Source: an optimization exercise on an open RTL-to-GDS flow (aim: small area). Production flows keep margins and buffers that such runs may drop.
At most, simulation tests tie the RTL to the original design; equivalence was not proved.
Power figures rest on the tool's default switching activity, not on a simulated workload.

==> flow/design.v (excerpt) <==
module final_project_6(
	input CLOCK_50,
	input RESET_N,           
	input [2:0] BUTTON,
	input [9:0] SW,
	output [0:6]	HEX0,HEX1,HEX2,HEX3,
	output VGA_HS,		 
	output VGA_VS,		 
	output VGA_BLANK,		 
	output VGA_SYNC,		 
	output [3:0] VGA_R,  	 
	output [3:0] VGA_G,		 
	output [3:0] VGA_B   	 
);
Size in the first run: ~1,700 cells after synthesis, about 59 I/O pins, ~12,000 um2 of cells after synthesis.
==> flow/config.mk <==
export PLATFORM = sky130hd
export DESIGN_NAME = final_project_6
export DESIGN_NICKNAME = final_project_6
export VERILOG_FILES = /design/flow/design.v
export SDC_FILE = /design/flow/constraint.sdc
export NUM_CORES = 4
export LEC_CHECK = 0
export ABC_AREA = 1
export CAP_MARGIN = 20
export CORE_MARGIN = 2
export CORE_UTILIZATION = 70
export PLACE_DENSITY = 0.8
export SLEW_MARGIN = 20
==> flow/constraint.sdc <==
create_clock -name core_clock -period 20.0 [get_ports {CLOCK_50}]
set_input_delay 4.0000 -clock core_clock [delete_from_list [all_inputs] [get_ports {CLOCK_50}]]
set_output_delay 4.0000 -clock core_clock [all_outputs]
set_load 0.01 [all_outputs]
standard.sh (not shown) runs the stock make flow with config.mk's settings and CLKGATE_MAP_FILE= SYNTH_SCRIPT=/design/flow/synth_recipe.tcl, a recipe that flattens the netlist after the stock synthesis.
==> flow/flow/run.sh <==
#!/bin/bash
# Layout flow: the standard synthesis, then the combinational logic between the
# registers is re-mapped by ABC for area (the registers are kept as they are, same
# cells and names), then the standard layout from floorplan to the end.
set -euo pipefail
HERE=$(pwd)
R=$HERE/orfs/results/sky130hd/final_project_6/base
LIB=$FLOW_HOME/platforms/sky130hd/lib/sky130_fd_sc_hd__tt_025C_1v80.lib
YOSYS=$FLOW_HOME/../tools/install/yosys/bin/yosys
[ -x "$YOSYS" ] || YOSYS=$(command -v yosys)

# 1. standard synthesis
bash standard.sh synth > 1_standard_synth.log 2>&1

# 2. re-map the logic
cp $R/1_2_yosys.v $HERE/standard_netlist.v
DU=""
for c in $(cat flow/dont_use.txt); do DU="$DU -dont_use $c"; done
cat > $HERE/abc_area.abc <<EOA
strash
&get -n
&deepsyn -I 4 -T 60
&put
dch -f
amap
EOA
$YOSYS -p "
read_liberty -ignore_miss_func $LIB
blackbox sky130_fd_sc_hd__dfxtp_1 sky130_fd_sc_hd__edfxtp_1 sky130_fd_sc_hd__dfrtp_1 sky130_fd_sc_hd__dfstp_1 sky130_fd_sc_hd__conb_1
read_verilog $HERE/standard_netlist.v
hierarchy -check -top final_project_6
flatten
opt -purge
tee -o $HERE/stat_before.txt stat -liberty $LIB
abc -liberty $LIB $DU -script $HERE/abc_area.abc
read_liberty -lib -ignore_redef $LIB
hierarchy -check -top final_project_6
opt_clean -purge
splitnets
opt_clean -purge
hilomap -singleton -hicell sky130_fd_sc_hd__conb_1 HI -locell sky130_fd_sc_hd__conb_1 LO
insbuf -buf sky130_fd_sc_hd__buf_1 A X
opt_clean -purge
check -assert -mapped
tee -o $HERE/stat_after.txt stat -liberty $LIB
write_verilog -noattr -nohex -nodec $HERE/reopt_netlist.v
" > 2_reopt.log 2>&1
cp $HERE/reopt_netlist.v $R/1_2_yosys.v
rm -f $R/1_synth.odb $R/1_synth.sdc

# 3. standard layout from the new netlist
# smallest buffer on the ports; a lighter clock tree
bash standard.sh BUFFER_PORTS_ARGS="-buffer_cell sky130_fd_sc_hd__buf_1" \
	CTS_ARGS="$(cat flow/cts_args.txt)" finish > 3_standard_finish.log 2>&1
Other scripts of this flow, unchanged in this note and not shown: flow/flow/cts_args.txt, flow/flow/dont_use.txt
==> next run, changes <==
--- a/flow/design.v
+++ b/flow/design.v
@@ -239,21 +239,25 @@
 	wire sx = en && sge11(ed, 11'd20) && sge11(11'd70, ed);
 	wire e_0 = (ed == 11'd0);
 	wire rowc = sge11(ed, 11'd1) || (e_0 && ez) || sge11(-11'sd9, ed);
 	wire syup = (sge11(ed, -11'sd10) && sge11(11'd1, ed)) || (ed == -11'sd11 && ez);
 	wire sydn = (sge11(ed, -11'sd12) && sge11(-11'sd1, ed)) || (ed == -11'sd13 && ez);
 	reg t_colx, t_sx;
 	reg [1:0] colidx1, colidx2, sxidx1, sxidx2;
 	reg up1, up2, dn1, dn2;
 	wire [1:0] kk = {ek[0], ~ek[0]} | {ek[1], ek[1]};
 	always @(posedge clk)
-		if (eng) begin
+		if (!rst_n) begin
+			t_colx <= 1'b0; t_sx <= 1'b0;
+			colidx1 <= 2'd0; colidx2 <= 2'd0; sxidx1 <= 2'd0; sxidx2 <= 2'd0;
+			up1 <= 1'b0; up2 <= 1'b0; dn1 <= 1'b0; dn2 <= 1'b0;
+		end else if (eng) begin
 			if (!eop) begin
 				t_colx <= colx;
 				t_sx <= sx;
 			end else if (!eb) begin
 				if (t_colx && rowc) colidx1 <= kk; else if (ek == 2'd0) colidx1 <= 2'd0;
 				if (t_sx) begin sxidx1 <= kk; up1 <= syup; dn1 <= sydn; end
 				else if (ek == 2'd0) sxidx1 <= 2'd0;
 			end else begin
 				if (t_colx && rowc) colidx2 <= kk; else if (ek == 2'd0) colidx2 <= 2'd0;
 				if (t_sx) begin sxidx2 <= kk; up2 <= syup; dn2 <= sydn; end
@@ -375,66 +379,72 @@
 				dec6[i] = a[i] ^ c;
 				c = ~a[i] & c;
 			end
 		end
 	endfunction
 	function [3:0] inc4;
 		input [3:0] a;
 		inc4 = {a[3] ^ (a[2] & a[1] & a[0]), a[2] ^ (a[1] & a[0]), a[1] ^ a[0], ~a[0]};
 	endfunction
 	reg [3:1] c;
-	wire r = !rst_n;
-	wire go = tick | r;
 	reg [9:0] nbx;
 	reg [5:0] nk;
 	reg nhit, rst_b;
 	reg [3:1] s;
 	wire [3:1] sxh = {sxidx == 2'd3, sxidx == 2'd2, sxidx == 2'd1};
 	always @* begin
 		nbx = bxp;
 		nk = k;
 		nhit = hit;
 		rst_b = 1'b0;
 		s = 3'b000;
-		if (!r && !jump_n && !hit) begin
+		if (!jump_n && !hit) begin
 			nk = (k == 6'd0) ? 6'd0 : dec6(k);
 			if (up) s = sxh;
-		end else if (r || !reset_n) begin
+		end else if (!reset_n) begin
 			nk = 6'd25;
 			nhit = 1'b0;
 			nbx = 10'd335;
 			rst_b = 1'b1;
 			s = rstsc;
 		end else if (k == 6'd0) begin
 			nk = 6'd25;
 			nhit = 1'b1;
 			s = sxh & h250;
 		end else if (k == 6'd54) begin
 			nhit = 1'b1;
 		end else if (colidx != 2'd0) begin
 			nbx = (colidx == 2'd1) ? l1 : (colidx == 2'd2) ? l2 : l3;
 			nhit = 1'b1;
 		end else begin
 			nk = inc6(k);
 			if (dn) s = sxh;
 		end
-		s = (hit | r) ? 3'b000 : (s & ~c);
+		s = hit ? 3'b000 : (s & ~c);
 	end
 	wire sc = |s;
 	wire ten = (sF == 4'd10);
-	wire carry = !r & ten & (aok[1] | aok[2] | s[3]);
+	wire carry = ten & (aok[1] | aok[2] | s[3]);
 	always @(posedge clk)
-		if (go) begin
+		if (!rst_n) begin
+			bxp <= 10'd335;
+			k <= 6'd25;
+			hit <= 1'b0;
+			c <= 3'b000;
+			score <= 0;
+			sF <= 4'd0;
+			sS <= 4'd0;
+		end else if (tick) begin
 			bxp <= nbx;
 			k <= nk;
 			hit <= nhit;
-			c <= r ? 3'b000 : (s | (c & ~clr));
+			c <= s | (c & ~clr);
 			score <= incs(rst_b ? {SCW{1'b0}} : score, sc);
 			if (carry) begin
 				sF <= 4'd0;
 				sS <= inc4(sS);
 			end else if (sc) begin
 				sF <= inc4(sF);
 				if (rst_b) sS <= 4'd0;
 			end else if (rst_b) begin
 				sF <= 4'd0;
 				sS <= 4'd0;
=>
- cell area decreases by 4.9%
- sequential cell count does not change
- clock skew decreases by 20 ps
- sequential share of layout area decreases by 6.2 points
- via count increases by 1.8%
- register-to-register slack gains 50 ps
- total power decreases by 12%
- synthesized area decreases by 4.9%
- clock-buffer cell count is unchanged
- setup slack loses 160 ps
- die area decreases by 4.8%
- routed wire length decreases by 2.8%
- sequential power decreases by 12%
- worst hold slack stays flat
Function not checked in the first run of this note: the RTL went through the layout flow alone.

==> afterwards: timing with drivers on the ports <==
No port has a modelled driver above. Below, the same layouts with a new extraction and two added sets of constraints.
Step 1: set_driving_cell puts a clkbuf_16 on CLOCK_50 and a buf_2 on each other input, an assumption about the parent block.
Step 2 also shifts input and output timing later by t, the mid clock arrival at the registers, as if the neighbouring blocks saw the same clock.
Slacks: ideal ports / drivers / drivers and shift; pairs: ideal ports / drivers.
run | t, ns | slack for setup (ns) | hold WS [ns] | slew at the worst register clock pin (ns)
the first run | 0.529 | 9.109 / 9.065 / 9.594 | 0.474 / 0.474 / 0.474 | 0.12 / 0.12
the second run | 0.517 | 8.946 / 8.900 / 9.417 | 0.476 / 0.476 / 0.476 | 0.10 / 0.10
After both steps every run listed still meets setup and hold.
